This is an optimization exercise on Yosys and OpenROAD, whose aim is small area, a short achievable clock period and few clock cycles, not a production implementation.
In this exercise RTL edits were held to simulation tests only and were not proved equivalent to the original.
Power and IR drop assume default switching activity.

== v6 ==
## top
module top(
    input wire clk,
    input wire rst_n,
    output wire [31:0] iaddr,
    output wire ice,
    input wire [31:0] inst,
    output wire dce,
    output wire [31:0] daddr,
    output wire [3:0] we,
    output wire [31:0] din,
    input wire [31:0] dm
);
Size: about 8100 cells after synthesis, ~1500 flip-flops, ~170 I/O pins, about 88000 um^2 of cells after synthesis.
clock: 10.0 ns
lec_check: 0
cap_margin: 20
core_margin: 2
core_utilization: 40
slew_margin: 20
standard.sh (not shown) runs the stock make flow with config.mk's settings and CLKGATE_MAP_FILE= SYNTH_SCRIPT=/design/flow/synth_recipe.tcl, a recipe that flattens the netlist after the stock synthesis.
==> flow/flow/run.sh <==
#!/bin/bash
# Standard ORFS layout, with timing repair aiming for extra setup slack and
# no dummy clock loads and larger sink clusters in the clock tree.  Each ORFS step writes its own log
# under orfs/logs/; make's output goes to flow_make.log.
set -o pipefail
MARGIN=$(cat flow/margin.txt)
bash standard.sh SETUP_SLACK_MARGIN=$MARGIN \
  "CTS_ARGS=-sink_clustering_enable -repair_clock_nets -dont_use_dummy_load -sink_clustering_size 22 -sink_clustering_max_diameter 100" \
  finish > flow_make.log 2>&1
==> flow/flow/margin.txt <==
5.65
Testbench counts of v6, summed over its fixed seeds: cycles 42,920.
#### Input delta (v7 over v6)
==> flow/flow/margin.txt <==
5.75
[summary]
- met2 layer wire length in the routed design, v6 and v7, lower one = v6.
- Number of diodes grows by more than 10% when moving from v6 to v7.
- Total power of v7 is higher than that of v6.
- Looking at highest clock frequency the design can meet, v7 sits 6.2% higher than v6 does.
- For v6, the path type of the worst setup path was in2reg, unlike v7, where it was reg2reg.
- The time the worst path needs with I/O delays and setup reported for v7 is smaller than that of v6 by 0.27 ns.
- v6 → v7: minimum hold slack increased 0.013 ns, worst setup slack after placement increased 0.059 ns, global-route track usage on met2 decreased 0.21 points.

---

== run A ==
Starting RTL as in the previous note.
==> flow/config.mk <==
export PLATFORM = sky130hd
export DESIGN_NAME = top
export DESIGN_NICKNAME = top
export VERILOG_FILES = /design/flow/design.v
export SDC_FILE = /design/flow/constraint.sdc
export NUM_CORES = 8
export LEC_CHECK = 0
export CAP_MARGIN = 20
export CORE_MARGIN = 2
export CORE_UTILIZATION = 40
export SLEW_MARGIN = 20
==> flow/constraint.sdc <==
create_clock -name core_clock -period 10.0 [get_ports {clk}]
set_input_delay 2.0000 -clock core_clock [delete_from_list [all_inputs] [get_ports {clk}]]
set_output_delay 2.0000 -clock core_clock [all_outputs]
set_load 0.01 [all_outputs]
==> flow/flow/margin.txt <==
5.85
Scripts as last shown in full above: flow/flow/run.sh
Run A finished every step from synthesis to the final layout, and the layout passed the timing, design-rule and antenna checks.
Testbench counts of run A, summed over its fixed seeds: cycles 42,920.
## Diff of input files: run B against run A
Settings: CORE_UTILIZATION: 40 -> 50.
==> flow/flow/margin.txt <==
5.75
Notes after the runs:
Looking only at largest fanout of any net on the critical path, and setting everything else aside, the lower value of run B and run A goes to run A. Internal power component, run B and run A: smaller value in run B. Re depth of the worst register-to-register path: run B and run A aren't equal, and the higher value belongs to run A. Relative to run A, number of stages on the worst setup path has gone up in run B. Run B went all the way through the flow, and no timing, DRC or antenna check failed. From run A to run B the numbers moved as follows: instance count of the mapped netlist has remained practically unchanged, static leakage went down, final-layout clock-cell area share has remained practically unchanged, final worst-path setup slack down 0.053 ns. Compared with run A, run B shows a higher aggregate global-route resource usage. Between run A and run B, the sequential-cell power consumption does not differ in any meaningful way.
Inputs modified between run B and run C:
Settings: swapping 50 for 40 in CORE_UTILIZATION.
==> flow/flow/run.sh <==
#!/bin/bash
# Standard ORFS layout, with timing repair aiming for extra setup slack and
# no dummy clock loads in the clock tree.  Each ORFS step writes its own log
# under orfs/logs/; make's output goes to flow_make.log.
set -o pipefail
MARGIN=$(cat flow/margin.txt)
bash standard.sh SETUP_SLACK_MARGIN=$MARGIN \
  "CTS_ARGS=-sink_clustering_enable -repair_clock_nets -dont_use_dummy_load" \
  finish > flow_make.log 2>&1
--- outcome ---
Side by side, number of filler cells placed in the layout turned out higher in run C than in run B.
Between run B and run C, first-iteration detailed-routing DRC count is higher for run B, run C comes in under that.
Compared with run B, run C has extra setup slack.
From run C to run B, sequential cell count did not move at all.
HPWL reported at the end of detailed placement of run C falls short of that of run B slightly.
Setup changes, run C to run D
==> flow/flow/run.sh <==
#!/bin/bash
# Standard ORFS layout, with timing repair aiming for extra setup slack.
# Each ORFS step writes its own log under orfs/logs/; make's output goes
# to flow_make.log.
set -o pipefail
MARGIN=$(cat flow/margin.txt)
bash standard.sh SETUP_SLACK_MARGIN=$MARGIN finish > flow_make.log 2>&1
==> flow/flow/margin.txt <==
6
- Run D completed; timing, DRC and antenna clean
- For combinational power, dividing the value from run C by the value from run D gives 0.912.
- Sequential cell area fraction in the yosys report came out exactly the same in run C and run D.
- Against run C, cell internal power dissipation in run D rose by a little under 10%.
- Going from run C to run D, the largest net degree at the start of global routing was found to have gone down by 16.
- Run D: detailed placer's ending HPWL higher than run C
- Wire length: run D > run C
- Diff run C -> run D | diode insertion count for antenna repair | up by more than half
- Power spent charging and discharging nets (run C / run D): 0.926

---

top, a different RTL version from the one above (not shown whole).
Size in the first run: ~8300 cells after synthesis, about 170 I/O pins, roughly 89000 µm² of cells after synthesis.
export LEC_CHECK = 0
export CAP_MARGIN = 20
export CORE_MARGIN = 2
export CORE_UTILIZATION = 30
export SLEW_MARGIN = 20
create_clock -name core_clock -period 10.0 [get_ports {clk}]
==> flow/flow/run.sh <==
#!/bin/bash
# Standard ORFS layout, with timing repair aiming for extra setup slack and
# no dummy clock loads in the clock tree.  Each ORFS step writes its own log
# under orfs/logs/; make's output goes to flow_make.log.
set -o pipefail
MARGIN=$(cat flow/margin.txt)
bash standard.sh SETUP_SLACK_MARGIN=$MARGIN \
  "CTS_ARGS=-sink_clustering_enable -repair_clock_nets -dont_use_dummy_load" \
  finish > flow_make.log 2>&1
==> flow/flow/margin.txt <==
5.75
Testbench counts at the start, summed over its fixed seeds: cycles 42,645.
Edit:
==> flow/flow/run.sh (replaced) <==
#!/bin/bash
# Standard ORFS layout, with timing repair aiming for extra setup slack and
# no dummy clock loads and larger sink clusters in the clock tree.  Each ORFS step writes its own log
# under orfs/logs/; make's output goes to flow_make.log.
set -o pipefail
MARGIN=$(cat flow/margin.txt)
bash standard.sh SETUP_SLACK_MARGIN=$MARGIN \
  "CTS_ARGS=-sink_clustering_enable -repair_clock_nets -dont_use_dummy_load -sink_clustering_size 22 -sink_clustering_max_diameter 100" \
  finish > flow_make.log 2>&1
--- a/flow/config.mk
+++ b/flow/config.mk
@@ -8,4 +8,4 @@
 export CAP_MARGIN = 20
 export CORE_MARGIN = 2
-export CORE_UTILIZATION = 30
+export CORE_UTILIZATION = 40
 export SLEW_MARGIN = 20
=> The changed run went through all stages and came out clean. Power falls by 4.5%. Area after synthesis does not change. Clock skew falls by 0.016 ns. Routed wire length falls by 0.91%. Hold slack is better by 0.0096 ns. Sequential share of layout area rises by 1.2 points. Via count falls by 2.7%.
Edit:
==> flow/flow/run.sh (replaced) <==
#!/bin/bash
# Standard ORFS layout, with timing repair aiming for extra setup slack and
# no dummy clock loads in the clock tree.  Each ORFS step writes its own log
# under orfs/logs/; make's output goes to flow_make.log.
set -o pipefail
MARGIN=$(cat flow/margin.txt)
bash standard.sh SETUP_SLACK_MARGIN=$MARGIN \
  "CTS_ARGS=-sink_clustering_enable -repair_clock_nets -dont_use_dummy_load" \
  finish > flow_make.log 2>&1
==> flow/flow/margin.txt (replaced) <==
5.5
Result:
- utilization is lower by 0.27 points
- maximum frequency goes down by 5.6%
- via count fell by 0.83%
- clock power grows by 44%
- cell area went down by 0.59%
Edit:
==> flow/flow/margin.txt (replaced) <==
5.75
Via count came out higher by 2.1%. Cell area went up by 2.3%. Routed wire length is higher by about 1%. Power climbs by about 1.8%.

---

the baseline:
Starting RTL as in the previous note.
Design top, start of the top module:
module top(
    input wire clk,
    input wire rst_n,
    output wire [31:0] iaddr,
    output wire ice,
    input wire [31:0] inst,
    output wire dce,
    output wire [31:0] daddr,
    output wire [3:0] we,
    output wire [31:0] din,
    input wire [31:0] dm
);
clock: 10.0 ns
lec_check: 0
cap_margin: 20
core_margin: 2
core_utilization: 40
slew_margin: 20
==> flow/flow/run.sh <==
#!/bin/bash
# Standard ORFS layout, with timing repair aiming for extra setup slack and
# no dummy clock loads in the clock tree.  Each ORFS step writes its own log
# under orfs/logs/; make's output goes to flow_make.log.
set -o pipefail
MARGIN=$(cat flow/margin.txt)
bash standard.sh SETUP_SLACK_MARGIN=$MARGIN \
  "CTS_ARGS=-sink_clustering_enable -repair_clock_nets -dont_use_dummy_load" \
  finish > flow_make.log 2>&1
==> flow/flow/margin.txt <==
5.85
The baseline closes out successfully: all stages finished, all timing, DRC and antenna checks passed.
Testbench counts of the baseline, summed over its fixed seeds: cycles 42,645.
### the baseline -> the candidate
==> flow/flow/margin.txt <==
6
==> run summary <==
Wire length on met2 was higher in the run labelled the baseline. Looking at final period demand of the worst path across both flows, the candidate is the stronger of the two, with the baseline trailing. Setup slack at placement ended up 0.069 ns higher on the candidate than on the baseline. On the candidate: worst setup slack is 0.064 ns higher than what the baseline gave. Between the baseline and the candidate, synthesis-to-finish area growth is higher for the candidate, the baseline comes in under that. Compared with the baseline, in the candidate maximum frequency now sits higher, H-tree depth reported by CTS about even, required time of the critical path -0.04 ns, sequential power share dropped 0.5 points.

-- afterwards: timing with drivers on the ports --
The results above use ideal ports. As a check the final layouts listed here were re-extracted and re-timed, cells and wires unchanged.
Step 1 (the two cells are an assumption about what drives the block):
set clk [get_ports {clk}]
set_driving_cell -lib_cell sky130_fd_sc_hd__clkbuf_16 $clk
set_driving_cell -lib_cell sky130_fd_sc_hd__buf_2 [delete_from_list [all_inputs] $clk]
Step 2, shift: input delay + t, output delay - t, t = (earliest + latest rising clock arrival at the registers) / 2. This alone moves slack from input paths to output paths.
Slacks: ideal ports / drivers / drivers and shift; pairs: ideal ports / drivers.
run | t (ns) | setup slack, ns | latest minus earliest clock arrival (ns)
v6 | 0.869 | 5.382 / 5.430 / 4.561 | 0.139 / 0.139
v7 | 0.869 | 5.651 / 5.651 / 4.872 | 0.135 / 0.135
run A | 0.849 | 5.629 / 5.696 / 4.848 | 0.122 / 0.123
run B | 0.850 | 5.575 / 5.648 / 4.798 | 0.101 / 0.101
run C | 0.939 | 5.693 / 5.636 / 4.824 | 0.103 / 0.103
run D | 0.940 | 5.677 / 5.677 / 4.981 | 0.069 / 0.069
the first run of note 3 | 0.904 | 5.556 / 5.482 / 4.578 | 0.130 / 0.130
the second run of note 3 | 0.856 | 5.522 / 5.586 / 4.730 | 0.122 / 0.122
the third run of note 3 | 0.920 | 5.257 / 5.327 / 4.407 | 0.126 / 0.126
the fourth run of note 3 | 0.911 | 5.663 / 5.656 / 4.821 | 0.121 / 0.121
the baseline | 0.948 | 5.556 / 5.615 / 4.667 | 0.129 / 0.130
the candidate | 0.939 | 5.620 / 5.690 / 4.751 | 0.099 / 0.099
After both steps every run listed still meets setup and hold. For the first run of note 3, which loses most, drivers alone change the setup slack by -0.074 ns; drivers and shift together by -0.978 ns.
